Source: an optimization exercise on an open RTL-to-GDS flow (aim: small area). Production flows keep margins and buffers that such runs may drop.
The RTL was checked by simulation tests, not by an equivalence proof against the original design.

==> inputs of wip/juniper <==
Design rgb2ycrcb, start of the top module:
module rgb2ycrcb(clk, rst, r, g, b, y, cr, cb);
	input        clk;
	input        rst;
	input  [9:0] r, g, b;
	output reg [9:0] y, cr, cb;
	reg [31:0] pa;
	reg [33:0] pb;
	reg rst1, rst2;
	wire kill = rst | rst1 | rst2;
	wire x1;
	gxn ux1 (.a(r[0]), .b(g[0]), .y(x1));
	wire c2;
	assign c2 = (r[0] | ~g[0]);
	wire i3;
	assign i3 = ~g[1];
	wire s4;
	wire c5;
	fa us4 (.a(r[1]), .b(i3), .c(c2), .s(s4), .co(c5));
	wire i6;
	assign i6 = ~g[2];
	wire s7;
	wire c8;
	fa us7 (.a(r[2]), .b(i6), .c(c5), .s(s7), .co(c8));
	wire i9;
	assign i9 = ~g[3];
	wire s10;
	wire c11;
	fa us10 (.a(r[3]), .b(i9), .c(c8), .s(s10), .co(c11));
	wire i12;
	assign i12 = ~g[4];
	wire s13;
	wire c14;
	fa us13 (.a(r[4]), .b(i12), .c(c11), .s(s13), .co(c14));
	wire i15;
	assign i15 = ~g[5];
	wire s16;
	wire c17;
	fa us16 (.a(r[5]), .b(i15), .c(c14), .s(s16), .co(c17));
	wire i18;
	assign i18 = ~g[6];
	wire s19;
	wire c20;
	fa us19 (.a(r[6]), .b(i18), .c(c17), .s(s19), .co(c20));
	wire i21;
	assign i21 = ~g[7];
	wire s22;
	wire c23;
	fa us22 (.a(r[7]), .b(i21), .c(c20), .s(s22), .co(c23));
	wire i24;
	assign i24 = ~g[8];
	wire s25;
	wire c26;
	fa us25 (.a(r[8]), .b(i24), .c(c23), .s(s25), .co(c26));
	wire i27;
	assign i27 = ~g[9];
	wire s28;
	wire c29;
	fa us28 (.a(r[9]), .b(i27), .c(c26), .s(s28), .co(c29));
	wire x30;
	gxn ux30 (.a(b[0]), .b(g[0]), .y(x30));
	wire c31;
	assign c31 = (b[0] & ~g[0]);
	wire s32;
	wire c33;
	fa us32 (.a(b[1]), .b(i3), .c(c31), .s(s32), .co(c33));
	wire s34;
	wire c35;
	fa us34 (.a(b[2]), .b(i6), .c(c33), .s(s34), .co(c35));
	wire s36;
	wire c37;
	fa us36 (.a(b[3]), .b(i9), .c(c35), .s(s36), .co(c37));
	wire s38;
	wire c39;
	fa us38 (.a(b[4]), .b(i12), .c(c37), .s(s38), .co(c39));
	wire s40;
	wire c41;
	fa us40 (.a(b[5]), .b(i15), .c(c39), .s(s40), .co(c41));
  ...
clock: 6.0 ns
lec_check: 0
cap_margin: 20
core_margin: 2
core_utilization: 75
gpl_timing_driven: 0
slew_margin: 20
synth_hierarchical: 1
synth_minimum_keep_size: 0
standard.sh (not shown) runs the stock make flow with config.mk's settings and CLKGATE_MAP_FILE= SYNTH_SCRIPT=/design/flow/synth_recipe.tcl, a recipe that flattens the netlist after the stock synthesis.
==> flow/flow/run.sh <==
#!/bin/bash
# Standard ORFS layout with two changes: small port buffers, and a clock tree of small
# buffers without dummy loads.
set -euo pipefail
bash standard.sh \
  "BUFFER_PORTS_ARGS=-buffer_cell sky130_fd_sc_hd__buf_1" \
  "CTS_ARGS=-sink_clustering_enable -repair_clock_nets -root_buf sky130_fd_sc_hd__clkbuf_8 -buf_list sky130_fd_sc_hd__clkbuf_4 -sink_clustering_size 6 -sink_clustering_max_diameter 25 -sink_clustering_levels 1 -dont_use_dummy_load" \
  finish > make_finish.log 2>&1
==> inputs of wip/tundra, as changes to wip/juniper <==
==> flow/flow/run.sh (replaced) <==
#!/bin/bash
# Standard ORFS layout with two changes: small port buffers, and a clock tree of small
# buffers without dummy loads.
set -euo pipefail
bash standard.sh \
  "BUFFER_PORTS_ARGS=-buffer_cell sky130_fd_sc_hd__buf_1" \
  "CTS_ARGS=-sink_clustering_enable -repair_clock_nets -buf_list sky130_fd_sc_hd__clkbuf_8 -dont_use_dummy_load" \
  finish > make_finish.log 2>&1
--- a/flow/config.mk
+++ b/flow/config.mk
@@ -7,7 +7,7 @@
 export LEC_CHECK = 0
 export CAP_MARGIN = 20
 export CORE_MARGIN = 2
-export CORE_UTILIZATION = 75
+export CORE_UTILIZATION = 70
 export GPL_TIMING_DRIVEN = 0
 export SLEW_MARGIN = 20
 export SYNTH_HIERARCHICAL = 1
==> qor summary <==
metric                                                             wip/tundra              wip/juniper
Tapcells inserted                                                         108                      102
Row Count                                                                  34                       32
Worst-Skew Late Latency                                               0.36 ns                  0.37 ns
Result of the run                                     complete, no violations  complete, no violations
Initial core utilization                                               71.20%                   78.37%
Required time worst endpoint                                          6.20 ns                  6.23 ns
RR Startpoint                                                           pb[2]                    pb[8]
Met1 Wirelength                                                       4249 um                  4274 um
Layout Utilization                                                     76.86%                   84.49%
Count of filler cells inserted in the layout                              564                      378
Number of vias per cell                                                 5.280                    5.561
Share of cell area taken by multi-input logic gates                    60.92%                   61.04%
Initial drt markers                                                       119                      218
Number of buffers and inverters on the critical path                        3                        2
DPL Wire Length                                                       8869 um                  9471 um
Worst Path Arrival                                                    5.92 ns                  5.94 ns
Final clock period utilization by the worst path                       95.31%                   95.21%
Fraction of layout cells with a size suffix above 1                    3.891%                   4.094%
Syn-to-layout area delta                                               7.955%                   7.812%
Routed length on met3                                                  426 um                   744 um

## separate check: timing with driven ports
Ports are ideal in the flow. The routed layouts listed here were re-timed in OpenROAD.
Step 1 sets driving cells, clkbuf_16 on the clock port and buf_2 on the other inputs (assumed; they add their load-dependent delay and slew).
Step 2 adds t to the input delays and takes it off the output delays; t is the mean of the earliest and latest rising clock arrival at the registers after step 1. Input paths then give back, and output paths get back, about the clock's delay inside the block.
a / b / c = ideal ports / drivers / drivers and shift; a / b = the first two.
run	t, ns	setup WS [ns]	cell pins on the clock port's net
wip/juniper	0.387	0.288 / 0.288 / 0.288	1
wip/tundra	0.374	0.281 / 0.281 / 0.281	1
After both steps every run listed still meets setup and hold.
